This is an optimization exercise on Yosys and OpenROAD, whose aim is small area, not a production implementation. Function was checked by simulation only, so behaviour that the tests miss may differ from the original. No run shown here takes its clock network from TritonCTS; it comes from the design's own scripts or RTL. No driver is modelled on the clock port, so clock power and skew are understated where the tree is cut down; a real chip needs a root buffer or a tree. No activity file was given, so power comes from the tool's default toggle rates.

==> flow/run.sh <==
#!/bin/bash
# Layout flow: the standard ORFS flow (standard.sh) with three changes:
#  - synthesis maps the logic with an area-oriented ABC script (flow/area.abc);
#    the rest of the synthesis script, and so every register, is unchanged
#  - ports are buffered with sky130_fd_sc_hd__buf_1
#  - the clock tree is built by flow/manual_cts.tcl (run as ORFS's PRE_CTS_TCL
#    hook, in place of clock_tree_synthesis): 11 compact groups of clock
#    sinks, each driven by a clkbuf_8 at its centre, fed by one clkbuf_8 root
# Each tool's output goes to the ORFS logs under orfs/logs and to standard.log.
set -uo pipefail
W=$PWD
F=$W/flow
sed 's#^source \$::env(SCRIPTS_DIR)/synth_preamble.tcl$#&\nset abc_args [lreplace $abc_args 1 1 '"$F"'/area.abc]#' \
  "$FLOW_HOME/scripts/synth.tcl" > "$W/my_synth.tcl"
grep -q "area.abc" "$W/my_synth.tcl" || { echo "synth.tcl patch failed"; exit 1; }
sed 's#source \$::env(SCRIPTS_DIR)/synth.tcl#source '"$W"'/my_synth.tcl#' synth_recipe.tcl > "$W/my_synth_recipe.tcl"
grep -q "my_synth.tcl" "$W/my_synth_recipe.tcl" || { echo "synth_recipe.tcl patch failed"; exit 1; }
sed 's#SYNTH_SCRIPT=[^ ]*#SYNTH_SCRIPT='"$W"'/my_synth_recipe.tcl#' standard.sh > "$W/my_standard.sh"
grep -q "my_synth_recipe.tcl" "$W/my_standard.sh" || { echo "standard.sh patch failed"; exit 1; }
export BUFFER_PORTS_ARGS="-buffer_cell sky130_fd_sc_hd__buf_1"
cat > "$W/pre_cts.tcl" <<EOT
source $F/manual_cts.tcl
manual_cts 11 sky130_fd_sc_hd__clkbuf_8 sky130_fd_sc_hd__clkbuf_8
set_propagated_clock [all_clocks]
proc clock_tree_synthesis {args} { puts "clock tree already built by manual_cts" }
EOT
export PRE_CTS_TCL="$W/pre_cts.tcl"
bash "$W/my_standard.sh" > "$W/standard.log" 2>&1
==> flow/area.abc <==
strash
&get -n
&deepsyn -I 1 -J 50
&dch
&nf -p -F 8 -A 4 -R 1000
&put
mfs3 -ae
topo
stime -c
==> flow/manual_cts.tcl <==
# Manual clock tree (used by flow/run.sh): K leaf clock buffers, each driving
# a compact group of clock sinks, fed by one root buffer. The groups come from
# recursive bisection of the sink locations along the wider side, with sizes
# in proportion to the number of leaves on each side.
proc mcts_split {sinks K} {
  if {$K <= 1} { return [list $sinks] }
  set xs [lmap s $sinks {lindex $s 1}]
  set ys [lmap s $sinks {lindex $s 2}]
  set w [expr {[tcl::mathfunc::max {*}$xs] - [tcl::mathfunc::min {*}$xs]}]
  set h [expr {[tcl::mathfunc::max {*}$ys] - [tcl::mathfunc::min {*}$ys]}]
  set idx [expr {$w >= $h ? 1 : 2}]
  set sorted [lsort -integer -index $idx $sinks]
  set K1 [expr {$K / 2}]
  set n1 [expr {int(round(double([llength $sinks]) * $K1 / $K))}]
  return [concat [mcts_split [lrange $sorted 0 [expr {$n1 - 1}]] $K1] \
                 [mcts_split [lrange $sorted $n1 end] [expr {$K - $K1}]]]
}

proc manual_cts {K leafm rootm} {
  set db [ord::get_db]
  set block [ord::get_db_block]
  set clknet [$block findNet samplePoint]
  set sinks {}
  foreach it [$clknet getITerms] {
    set b [[$it getInst] getBBox]
    lappend sinks [list $it [expr {([$b xMin] + [$b xMax]) / 2}] [expr {([$b yMin] + [$b yMax]) / 2}]]
  }
  set groups [mcts_split $sinks $K]
  set lmaster [$db findMaster $leafm]
  set rmaster [$db findMaster $rootm]
  set rootnet [odb::dbNet_create $block clknet_root]
  $rootnet setSigType CLOCK
  set sx 0; set sy 0; set k 0
  foreach g $groups {
    set net [odb::dbNet_create $block clknet_leaf_$k]
    $net setSigType CLOCK
    set buf [odb::dbInst_create $block $lmaster clkbuf_leaf_$k]
    set cx 0; set cy 0
    foreach s $g {
      set it [lindex $s 0]
      $it disconnect
      $it connect $net
      set cx [expr {$cx + [lindex $s 1]}]
      set cy [expr {$cy + [lindex $s 2]}]
    }
    set cx [expr {int($cx / [llength $g])}]
    set cy [expr {int($cy / [llength $g])}]
    [$buf findITerm A] connect $rootnet
    [$buf findITerm X] connect $net
    $buf setLocation $cx $cy
    $buf setPlacementStatus PLACED
    set sx [expr {$sx + $cx}]
    set sy [expr {$sy + $cy}]
    incr k
  }
  set root [odb::dbInst_create $block $rmaster clkbuf_root]
  [$root findITerm A] connect $clknet
  [$root findITerm X] connect $rootnet
  $root setLocation [expr {int($sx / $K)}] [expr {int($sy / $K)}]
  $root setPlacementStatus PLACED
  puts "manual_cts: [llength $sinks] sinks in $K groups of [lmap g $groups {llength $g}]"
}
==> standard.sh <==
#!/bin/bash
# synth_recipe.tcl (not shown) runs the flow's synth.tcl, then flattens the netlist and writes it again
# the make line also repeats each setting of config.mk as NAME=value (left out here)
make -C /OpenROAD-flow-scripts/flow DESIGN_CONFIG=/design/flow/config.mk WORK_HOME=/design/flow/orfs CLKGATE_MAP_FILE= SYNTH_SCRIPT=/design/flow/synth_recipe.tcl "${@:-finish}"
==> config.mk <==
export PLATFORM = sky130hd
export DESIGN_NAME = frameMakerTop
export DESIGN_NICKNAME = frameMakerTop
export VERILOG_FILES = /design/flow/design.v
export SDC_FILE = /design/flow/constraint.sdc
export NUM_CORES = 4
export LEC_CHECK = 0
export ABC_AREA = 1
export CAP_MARGIN = 20
export CORE_MARGIN = 2
export CORE_UTILIZATION = 70
export SLEW_MARGIN = 20
==> constraint.sdc <==
create_clock -name core_clock -period 5.0 [get_ports {samplePoint}]
set_input_delay 1.0000 -clock core_clock [delete_from_list [all_inputs] [get_ports {samplePoint}]]
set_output_delay 1.0000 -clock core_clock [all_outputs]
set_load 0.01 [all_outputs]
==> design.v <==
module interFrameSpace (samplePoint, rst, canRX, frameReady, endOverload, isOverload, isStart);
	input wire samplePoint, rst, canRX, frameReady, endOverload;
	output wire isOverload, isStart;
	parameter bit1_intermission = 0, bit2_intermission = 1, bit3_intermission = 2, bus_idle = 3;
	reg [1:0]state;
	reg isOverload0, isStart0;
	reg endError;
	assign isOverload = isOverload0;
	assign isStart = isStart0;
	always @ (posedge samplePoint) begin
		if (rst) begin
			state <= bus_idle;
			isOverload0 <= 0;
			isStart0 <= 0;
			endError <= 0;
		end else begin
		if (frameReady == 0)begin
			state <= bit1_intermission;
			isOverload0 <= 0;
			isStart0 <= 0;
			if (endOverload)
				endError <= 1;
		end
		if (isOverload) begin
			isOverload0 <= 0;
		end
		if (frameReady == 1 && endOverload == 1) begin
			if (canRX == 1) begin
				state <= bit2_intermission;
				isOverload0 <= 0;
				isStart0 <= 0;
			end else begin
				state <= bit1_intermission;
				isOverload0 <= 1;
				isStart0 <= 0;
			end
		end
		if ((frameReady == 1 && endOverload == 0) || endError == 1) begin
			case (state)
				bit1_intermission:
					if (canRX == 1) begin
						state <= bit2_intermission;
						isOverload0 <= 0;
						isStart0 <= 0;
					end else begin
						state <= bit1_intermission;
						isOverload0 <= 1;
						isStart0 <= 0;
						endError <= 0;
					end
				bit2_intermission:
					if (canRX == 1) begin
						state <= bit3_intermission;
						isOverload0 <= 0;
						isStart0 <= 0;
					end else begin
						state <= bit1_intermission;
						isOverload0 <= 1;
						isStart0 <= 0;
						endError <= 0;
					end
				bit3_intermission:
					if (canRX == 1) begin
						state <= bus_idle;
						isOverload0 <= 0;
						isStart0 <= 0;
					end else begin
						state <= bit1_intermission;
						isOverload0 <= 0;
						isStart0 <= 1;
						endError <= 0;
					end
				bus_idle:
					if (canRX == 1) begin
						state <= bus_idle;
						isOverload0 <= 0;
						isStart0 <= 0;
					end else begin
						state <= bit1_intermission;
						isOverload0 <= 0;
						isStart0 <= 1;
						endError <= 0;
					end
			endcase
		end
		end
	end
endmodule
module overload (samplePoint, rst, canRX, isOverload, isError, endOverload);
	input wire samplePoint, rst, canRX, isOverload, isError;
	output wire endOverload;
	reg [3:0] count;
	reg del;
	reg alredyOverError;
	wire active = isOverload | isError | alredyOverError;
	wire flag = ~count[3] & ~(count[2] & (count[1] | count[0]));
	wire c7 = count[2] & count[1] & count[0];
	wire c11 = count[3] & count[1] & count[0];
	wire ended = del & (count == 4'd0);
	assign endOverload = ended;
	always @ (posedge samplePoint) begin
		if (rst) begin
			count <= 4'd0;
			del <= 1'b0;
			alredyOverError <= 1'b0;
		end else if (active) begin
			alredyOverError <= 1'b1;
			if (!del || ended) begin
				del <= 1'b0;
				if (!canRX)
					count <= (!flag && c11) ? 4'd0 : count + 4'd1;
				else if (flag)
					count <= 4'd0;
				else begin
					del <= 1'b1;
					count <= 4'd1;
				end
			end else begin
				if (canRX) begin
					if (c7) begin
						alredyOverError <= 1'b0;
						count <= 4'd0;
					end else
						count <= count + 4'd1;
				end else begin
					del <= 1'b0;
					count <= {3'b000, c7};
				end
			end
		end else if (ended)
			del <= 1'b0;
	end
endmodule
module framecontroller
(
	input	sp, rst, CAN_RX, reset, isStuff, errorFlag,
	input	[4:0] size,
	output wire BS_onoff,
	output wire [1:0] CRCtype,
	output reg BRS_Stop,
	output wire invalidBit,
	output wire CRCcalc_on,
	output wire CRCtime,
	output wire ackValue,
	output reg isRemote,
	output reg IDE,
	output reg EDL,
	output reg BRS,
	output wire frameReady
);
	localparam [3:0] ARB = 4'd0, RTR = 4'd1, IDEs = 4'd2, EXT = 4'd3,
	                 EXTRTR = 4'd4, R1EDL = 4'd5, R0EDL = 4'd6, R0FD = 4'd7,
	                 BRSs = 4'd8, DLC = 4'd10, DATA = 4'd11,
	                 CRC = 4'd12, TAIL = 4'd13, ERR = 4'd14, ERR2 = 4'd15;
	reg [3:0] state;
	reg [8:0] cnt;
	reg big;    
	assign invalidBit = 1'b0;
	assign ackValue = 1'b0;
	wire crcFirst = EDL ? (cnt[4] & ~cnt[3] & (cnt[2] == big) & ~cnt[1] & cnt[0])
	                    : (~cnt[4] & cnt[3] & cnt[2] & cnt[1] & cnt[0]);
	wire tailFirst = ~cnt[3] & ~cnt[2] & ~cnt[1] & ~cnt[0];    
	assign frameReady = (state == ERR2) & ~cnt[0];
	assign CRCtime = ((state == CRC) & ~crcFirst) | ((state == TAIL) & tailFirst);
	assign CRCtype = {CRCtime & EDL, CRCtime & (~EDL | big)};
	assign CRCcalc_on = ~CRCtime & (state != TAIL) & (state != ERR2);
	assign BS_onoff = (state != ERR2) & ~((state == TAIL) & ~tailFirst);
	wire one = (cnt == 9'd1);
	wire [8:0] crcLoad = !EDL ? 9'd15 : big ? 9'd21 : 9'd17;
	wire [3:0] dlc = {cnt[2:0], CAN_RX};
	reg [5:0] nb;
	always @* begin
		if (!EDL || !dlc[3])
			nb = dlc[3] ? 6'd8 : {3'b000, dlc[2:0]};
		else case (dlc[2:0])
			3'd0: nb = 6'd8;
			3'd1: nb = 6'd12;
			3'd2: nb = 6'd16;
			3'd3: nb = 6'd20;
			3'd4: nb = 6'd24;
			3'd5: nb = 6'd32;
			3'd6: nb = 6'd48;
			default: nb = 6'd0;    
		endcase
	end
	always @ (posedge sp) begin
		if (rst) begin
			state <= ERR2;
			cnt[0] <= 1'b0;
			BRS_Stop <= 1'b0;
			isRemote <= 1'b0;
			IDE <= 1'b0;
			EDL <= 1'b0;
			BRS <= 1'b0;
		end else if (reset) begin
			state <= errorFlag ? ERR : ARB;
			big <= 1'b0;
			BRS_Stop <= 1'b0;
			isRemote <= 1'b0;
			IDE <= 1'b0;
			EDL <= 1'b0;
			BRS <= 1'b0;
		end else if (!isStuff) begin
			case (state)
				ARB: if (size[3] && size[1]) state <= RTR;    
				RTR: begin
					isRemote <= CAN_RX;
					state <= IDEs;
				end
				IDEs: begin
					IDE <= CAN_RX;
					isRemote <= isRemote & ~CAN_RX;
					if (!CAN_RX) state <= R0EDL;
					else if (isRemote) state <= EXT;
					else state <= ERR;
				end
				EXT: if (&size[4:1]) state <= EXTRTR;    
				EXTRTR: begin
					isRemote <= CAN_RX;
					state <= R1EDL;
				end
				R1EDL, R0EDL: begin
					EDL <= CAN_RX;
					cnt <= {7'd0, ~CAN_RX, CAN_RX};    
					if (CAN_RX) state <= R0FD;
					else if (state == R1EDL) state <= R0EDL;
					else state <= DLC;
				end
				R0FD: state <= CAN_RX ? ERR : BRSs;
				BRSs: begin
					BRS <= CAN_RX;
					BRS_Stop <= CAN_RX;
					state <= DLC;
				end
				DLC: begin
					if (!cnt[4]) begin
						cnt <= {cnt[7:0], CAN_RX};
					end else if (dlc != 4'd0) begin
						cnt <= {nb, 3'b000};    
						big <= EDL & dlc[3] & (dlc[2] | (dlc[1] & dlc[0]));
						state <= DATA;
					end else begin
						cnt <= crcLoad;
						state <= CRC;
					end
				end
				DATA: begin
					if (EDL) BRS_Stop <= 1'b1;
					cnt <= cnt - 9'd1;
					if (one) begin
						cnt <= crcLoad;
						state <= CRC;
					end
				end
				CRC: begin
					cnt <= cnt - 9'd1;
					if (one) state <= TAIL;
				end
				TAIL: begin
					BRS_Stop <= 1'b0;
					cnt <= cnt - 9'd1;
					if (!CAN_RX && !cnt[0] && (cnt[3:1] == 3'b000 || cnt[3:1] == 3'b111))    
						state <= ERR2;
					else if (!cnt[3] && cnt[2] && cnt[1] && cnt[0])    
						state <= ERR2;
				end
				default: ;
			endcase
		end
	end
endmodule
module DatavsRemote(
RTR_SRR,
IDE,
RTR_r1,
isRemote
);
	input RTR_SRR, IDE, RTR_r1;
	output isRemote;
	assign isRemote = RTR_SRR & (IDE ~^ RTR_r1);
endmodule
module frameSize
(
	input	sp, rst, isStuff, reset,
	output reg [9:0] size
);
	always @ (posedge sp) begin
		if (rst)
			begin
				size <= 10'b0;
			end
		else if (reset)
			begin
				size <= 10'b1;
			end
		else if (~isStuff)
			begin
				size <= size + 1;
			end
	end
endmodule
module frameStorage
(
	input	sp, rst, CAN_RX, isStuff, reset,
	output reg [150:0] frame
);
	wire clr = rst | reset;
	wire hold = isStuff & ~clr;
	wire shift = ~isStuff & ~clr;
	always @ (posedge sp) begin
		frame[150:1] <= ({150{hold}} & frame[150:1]) | ({150{shift}} & frame[149:0]);
		frame[0] <= ~rst & ((isStuff & ~reset) ? frame[0] : CAN_RX);
	end
endmodule
module frameMakerTop (samplePoint, reset, canRX, isError, isStuff, endOverload, BS_onoff, CRCtype, BRS_Stop, invalidBit, CRCcalc_on, CRCtime, ackValue, IDE, EDL, BRS, isRemote, size, frame, frameReady, isStart);
	input wire samplePoint, reset, canRX, isError, isStuff;
	output wire endOverload, BS_onoff, BRS_Stop, invalidBit, CRCcalc_on, CRCtime, ackValue, IDE, EDL, BRS, isRemote, frameReady, isStart;
	output wire [1:0] CRCtype;
	output wire [9:0] size;
	output wire [150:0] frame;
	wire isOverloadFromInterframe;
	interFrameSpace ifs (samplePoint, reset, canRX, frameReady, endOverload, isOverloadFromInterframe, isStart);
	overload ov (samplePoint, reset, canRX, isOverloadFromInterframe, isError, endOverload);
	framecontroller fc (samplePoint, reset, canRX, isStart, isStuff, isError, size[4:0], BS_onoff, CRCtype, BRS_Stop, invalidBit, CRCcalc_on, CRCtime, ackValue, isRemote, IDE, EDL, BRS, frameReady);
	frameSize fsz (samplePoint, reset, isStuff, isStart, size);
	frameStorage fst (samplePoint, reset, canRX, isStuff, isStart, frame);
endmodule
==> qor.csv, run 1 <==
metric;value;unit
status;timing/DRC/antenna clean;
ir_worst_vdd;0.000277;V
die_w;101;um
worst_slew_margin_rel;33.6;%
final_core_util;83.2;%
fin_crit_sh;67.6;%
initial_utilization;71.7;%
whs_endpoint;fc.isRemote;
critPathBufInv;3;
power_density;310;nW/um2
postCtsHoldBufs;0;
tns;0;ns
core-area;9150;um2
ys_types;47;
antenna_cells;0;
ys_warn_count;5;
nets;785;
ys_seq_elements;191;
io_pins;181;
grt_overflow;0;
hold_slack;0.486;ns
detail_route.wl_per_cell;17.1;um
synth_flop_cell;dfxtp_1;
hold_depth;2;
fin_ws;1.62;ns
hold_violations;0;
synth-edff-count;9;
grt_pass1_wl;23600;um
setup_viol;0;
antenna_found_initial;0;
fin_crit;3.38;ns
worstReg2RegEnd;fst.frame[139];
ys_seq_area_share;59.6;%
synth_top_area_share;55.5;%
drc;0;
dieArea;10200;um2
vias;5485;
grt_usage;27.7;%
cp_top_family;buffers and inverters;
dp_hpwl;10300;um
min_path_type;flop to flop;
synth_top_area_cell;dfxtp_1;
area.growth.synth_to_final;16.0;%
grt_setup_unrepaired;no;
dp_slack;0.927;ns
required;5.36;ns
initialDrtViolationCount;483;
tightest_slew;0.997;ns
wirelength;15100;um
worstSetupPathType;input pin to flop;
final_antenna_net_count;0;
critPathSlowestCell;buf_4;
ff2ff_setup_slack;2.10;ns
crit_chain;buf_1, or2_0, nor2_4, buf_16, buf_4, a22o_1;
syn_area_per_cell;11.4;um2
rr_startpoint;ifs.isStart0;
max_freq;296;MHz
crit_arrival;3.74;ns
synth_area_leaders;dfxtp_1, a22o_1, edfxtp_1, nand2_1, a21oi_1;
slowest_delay;0.74;ns
via_per_inst;6.21;
min_from;fc.isRemote;
synth_area;6560;um2
ff_latch_area;3910;um2
drv_cap;0;
async_flop_share;0;%
multiInputGateArea;2600;um2
slew_violations;0;
num_rows;35;
gp_congestion;0.939;
syn-instance-count;577;
grt_pass1_vias;4744;
crit_path_start_kind;input pin;
worstSetupEndpointType;flop;
clock_latency;0.42;ns
post_cts_buffers;0;
fill_cells;563;
cts_resized;0;
path_clk_slew;0.10;ns
power_leakage;2.79;nW
numPortBuffers;178;
firstDrtPassIters;6;
critPathMaxFanout;101;
finalClockSkew;0.0107;ns
power;2.36;mW
drive_gt1_share;2.72;%
grt_max_degree;107;
reg2reg_depth;5;
die_y;101;um
registers in the layout, indices dropped and copies added (netlist names):
register            cells
fsz.size               10
ov.count                4
ifs.isStart0            1
ifs.isOverload0         1
fc.isRemote             1
ov.alredyOverError      1
fc.state                4
fc.EDL                  1
fc.BRS_Stop             1
ifs.state               2
ov.del                  1
fst.frame             151
fc.big                  1
fc.IDE                  1
ifs.endError            1
fc.cnt                  9
fc.BRS                  1
cells in the mapped netlist (4+ instances only):
cell and count:
nand3_1 7, nor3_1 14, nor2_1 29, clkinv_1 15
a22o_1 152, nor4_1 7, nand2_1 37, ha_1 6
and3_1 9, xnor2_1 7, a21oi_1 24, dfxtp_1 182
edfxtp_1 9, o31ai_1 4, o21ai_0 18, a31oi_1 6
how the worst max path moves through the flow:
stage | cells after the start | start | endpoint
after detailed placement | 5 | reset | fst.frame[139]
after floorplan | 3 | reset | fst.frame[0]
after global routing | 7 | fc.state[2] | CRCtype[0]
after global placement | 5 | reset | fst.frame[34]
final | 6 | reset | fst.frame[139]
after CTS | 5 | reset | fst.frame[139]
final cells by class:
class	instances	share of cell area [%]
Sequential cell	191	51.4
Buffer	12	2.17
Timing Repair Buffer	184	9.63
Multi-Input combinational cell	370	34.2
Inverter	15	0.740
Tap cell	111	1.82
cells by family (layout without fill, tap and decap cells):
family,count (synthesis),count (layout),synth area share [%]
buffers and inverters,17,211,1.09
DFF,191,191,59.6
and+or+nand+nor,122,122,8.96
xor gates and xnor gates,9,9,1.20
muxes,2,2,0.324
adders and majority gates,6,6,1.14
AOI/OAI and AO/OA,229,229,27.6
other,1,2,0.0571
report_power, final:
group          total (mW)  switching [mW]  internal (mW)
combinational       0.158           0.115         0.0426
sequential           1.57          0.0211           1.55
clock               0.634           0.417          0.217
total                2.36           0.554           1.81
routing by layer:
metal	part of all wire [%]	wire length, um	track usage, %
met5	0	0	0
met4	1.6	238	5.69
met3	7.2	1090	3.05
met1	42	6380	39.5
met2	49	7400	46.0
through the flow:
step | instances | cell area [um2]
after global placement | 870 | 7410
final | 883 | 7610
after global routing | 883 | 7610
after CTS | 882 | 7580
after floorplan | 578 | 6580
after detailed placement | 870 | 7410
worst register-to-register path, cell delays in order (launching register included):
cell     delay (ns)
dfxtp_1        0.41
or2_0          0.58
nor2_4         0.51
buf_16         0.25
buf_4          0.75
a22o_1         0.34
cell usage in the layout, fill, tap and decap left out, types with 3 or more instances in the layout:
master and instances:
and3_1 9, ha_1 6, clkinv_1 15, a211oi_1 3, a21oi_1 24, clkbuf_8 12
nand2_1 37, o221ai_1 3, nor4_1 6, buf_1 178, o21ai_0 18, dfxtp_1 182
o211ai_1 3, o31ai_1 4, edfxtp_1 9, nor2_1 27, nor2b_1 3, nand3_1 7
a31oi_1 6, a22o_1 152, buf_4 5, nand3b_1 3, xnor2_1 7, nor3_1 14
nand4_1 3
==> run 2: changes to the inputs <==
--- a/flow/run.sh
+++ b/flow/run.sh
@@ -5,7 +5,7 @@
 #  - ports are buffered with sky130_fd_sc_hd__buf_1
 #  - the clock tree is built by flow/manual_cts.tcl (run as ORFS's PRE_CTS_TCL
 #    hook, in place of clock_tree_synthesis): 11 compact groups of clock
-#    sinks, each driven by a clkbuf_8 at its centre, fed by one clkbuf_8 root
+#    sinks, each driven by a clkbuf_8 at its centre, fed by one clkbuf_4 root
 # Each tool's output goes to the ORFS logs under orfs/logs and to standard.log.
 set -uo pipefail
 W=$PWD
@@ -20,7 +20,7 @@
 export BUFFER_PORTS_ARGS="-buffer_cell sky130_fd_sc_hd__buf_1"
 cat > "$W/pre_cts.tcl" <<EOT
 source $F/manual_cts.tcl
-manual_cts 11 sky130_fd_sc_hd__clkbuf_8 sky130_fd_sc_hd__clkbuf_8
+manual_cts 11 sky130_fd_sc_hd__clkbuf_8 sky130_fd_sc_hd__clkbuf_4
 set_propagated_clock [all_clocks]
 proc clock_tree_synthesis {args} { puts "clock tree already built by manual_cts" }
 EOT
==> flow/area.abc (replaced) <==
strash
&get -n
&deepsyn -T 60 -S 1
&dch
&nf -p -F 8 -A 4 -R 1000
&put
mfs3 -ae
topo
stime -c
==> qor.csv, run 2 <==
metric;value;unit;change
status;timing/DRC/antenna clean;;
area.growth.synth_to_final;15.6;%;
finalClockSkew;0.00945;ns;-0.00124 ns
dp_slack;1.91;ns;+0.987 ns
post_cts_buffers;0;;unchanged
cts_resized;0;;unchanged
max_freq;294;MHz;-0.48%
min_path_type;flop to flop;;
nets;786;;+0.13%
fin_crit_sh;67.9;%;+0.33 points
synth_top_area_cell;dfxtp_1;;
hold_slack;0.481;ns;-0.00517 ns
final_core_util;82.8;%;-0.37 points
ys_types;46;;-2.1%
initialDrtViolationCount;376;;-22%
grt_usage;28.0;%;+0.34 points
cp_top_family;simple AND/OR/NAND/NOR gates;;
grt_setup_unrepaired;no;;
core-area;9150;um2;unchanged
clock_latency;0.55;ns;+0.13 ns
setup_viol;0;;unchanged
final_common_cell;dfxtp_1;;
via_per_inst;6.25;;+0.65%
fin_area;7580;um2;-0.44%
ys_warn_count;5;;unchanged
synth_area_leaders;dfxtp_1, a22o_1, edfxtp_1, nor2_1, o21ai_0;;
grt_pass1_vias;4823;;+1.7%
critPathMaxFanout;11;;-89%
crit_arrival;2.40;ns;-1.34 ns
wirelength;15500;um;+2.3%
required;4.00;ns;-1.36 ns
grt_overflow;0;;unchanged
antenna_found_initial;1;;+1
critPathSlowestCell;edfxtp_1;;
critical_path.most_common_cell;nor2_1;;
critPathBufInv;1;;-2
die_y;101;um;about the same
ir_worst_vdd;0.000281;V;+1.4%
worstSetupPathType;flop to primary output;;
synth_flop_cell;dfxtp_1;;
yosysMostFrequentCell;dfxtp_1;;
power;2.35;mW;-0.46%
hold_violations;0;;unchanged
drc;0;;unchanged
crit_path_start_kind;flop;;
final_antenna_net_count;0;;unchanged
synth_area;6560;um2;-0.13%
firstDrtPassIters;5;;-1
io_pins;181;;unchanged
power_density;310;nW/um2;about the same
numPortBuffers;178;;unchanged
dieArea;10200;um2;-0.13%
path_clk_slew;0.11;ns;about the same
fin_ws;1.60;ns;-0.0164 ns
ys_seq_area_share;59.7;%;+0.080 points
detail_route.wl_per_cell;17.5;um;+2.1%
mostFrequentLayoutCells;dfxtp_1, buf_1, a22o_1;;
num_rows;35;;unchanged
synth_top_area_share;55.6;%;+0.074 points
top_regs;fst.frame x151, fsz.size x10, fc.cnt x9;;
worstSetupEndpointType;primary output;;
fin_cells;885;;+0.23%
yosys-top-cells-count;dfxtp_1, a22o_1, nor2_1;;
power_leakage;2.82;nW;+0.94%
fin_crit;3.40;ns;+0.0164 ns
grt_max_degree;121;;+13%
vias;5533;;+0.88%
syn-instance-count;579;;+0.35%
grt_pass1_wl;23800;um;+0.49%
dp_hpwl;10700;um;+3.9%
crit_chain;nor2_1, nand2_1, o2111ai_1, nand3_1, nor2_1, buf_1;;
tns;0;ns;unchanged
tightest_slew;0.995;ns;-0.00157 ns
ys_seq_elements;191;;unchanged
dp.cells;872;;+0.23%
slowest_delay;0.59;ns;-0.15 ns
drv_cap;0;;unchanged
die_w;101;um;about the same
regMostFlops;fst.frame;;
largest_reg_flops;151;;unchanged
place_area;7420;um2;about the same
drive_gt1_share;2.46;%;-0.26 points
worst_slew_margin_rel;33.7;%;+0.10 points
postCtsHoldBufs;0;;unchanged
initial_utilization;71.6;%;-0.096 points
async_flop_share;0;%;unchanged
syn_area_per_cell;11.3;um2;-0.48%
synth-edff-count;9;;unchanged
gp_congestion;0.977;;+4.0%
slew_violations;0;;unchanged
## run 2: changes by cell type after synthesis, moves of 4 or more
cell and change:
a21oi_1 -6, and3_1 -4, nand2_1 -7, o21ai_0 +6
nand3_1 +6, and2_0 +4, nor2_1 +6
## run 2: cell type report
| class | instances | area [um2] |
|---|---|---|
| flip-flops and latches | 191 | 3910 |
| multi-input cells | 369 | 2580 |
| fillers | 563 | 1580 |
| repair buffers | 183 | 718 |
| plain buffers | 12 | 159 |
| well taps | 111 | 139 |
| inverters | 18 | 67.6 |
| diodes | 1 | 2.50 |
## run 2: report_power, final
part,internal (mW),switching (mW)
registers,1.55,0.0234
logic,0.0424,0.113
clock network,0.204,0.420
## run 2: cells by family (layout without fill, tap and decap cells)
group / Yosys count / in the layout / synth area share [%]
AO/OA/AOI/OAI: 232 / 232 / 28.1
adder cells (fa/ha/maj): 6 / 6 / 1.15
XOR/XNOR: 11 / 11 / 1.47
AND/OR/NAND/NOR: 118 / 118 / 8.30
other: 1 / 3 / 0.0572
flip-flops: 191 / 191 / 59.7
buffers and inverters: 20 / 213 / 1.26
## run 2: layer usage
layer | vias to the layer above | routed length, um | GRT usage, % | part of all wire [%]
met5 | - | 0 | 0 | 0
met4 | 0 | 310 | 5.58 | 2.0
met3 | 35 | 1130 | 3.54 | 7.3
met2 | 218 | 7580 | 49.0 | 49
met1 | 2659 | 6430 | 37.7 | 42
li1 | 2621 | - | - | -
## run 2: final timing paths
kind	start	slack (ns)	depth (start not counted)	to
setup / recovery	fc.cnt[2]	1.60	6	CRCtype[0]
setup reg to reg	fc.state[3]	2.22	11	fc.state[2]
hold / removal	fst.frame[150]	0.48	1	fst.frame[150]
hold reg to reg	fst.frame[150]	0.48	1	fst.frame[150]

## port drivers added, routing unchanged
No port has a modelled driver above. Below, the same layouts with a new extraction and two added sets of constraints.
Step 1: set_driving_cell puts a clkbuf_16 on samplePoint and a buf_2 on each other input, an assumption about the parent block.
Step 2, shift: input delay + t, output delay - t, t = (earliest + latest rising clock arrival at the registers) / 2. This alone moves slack from input paths to output paths.
Slacks: ideal ports / drivers / drivers and shift; pairs: ideal ports / drivers.
run	t, ns	slack for setup (ns)	worst setup path at the end	clock arrival spread, ns	cell pins on the clock port's net
run 1	0.454	1.619 / 1.636 / 1.182	input to register	0.014 / 0.015	1
run 2	0.577	1.603 / 1.568 / 1.822	input to register	0.013 / 0.013	1
After both steps every run listed still meets setup and hold. For run 1, which loses most, drivers alone change the setup slack by +0.017 ns; drivers and shift together by -0.437 ns.
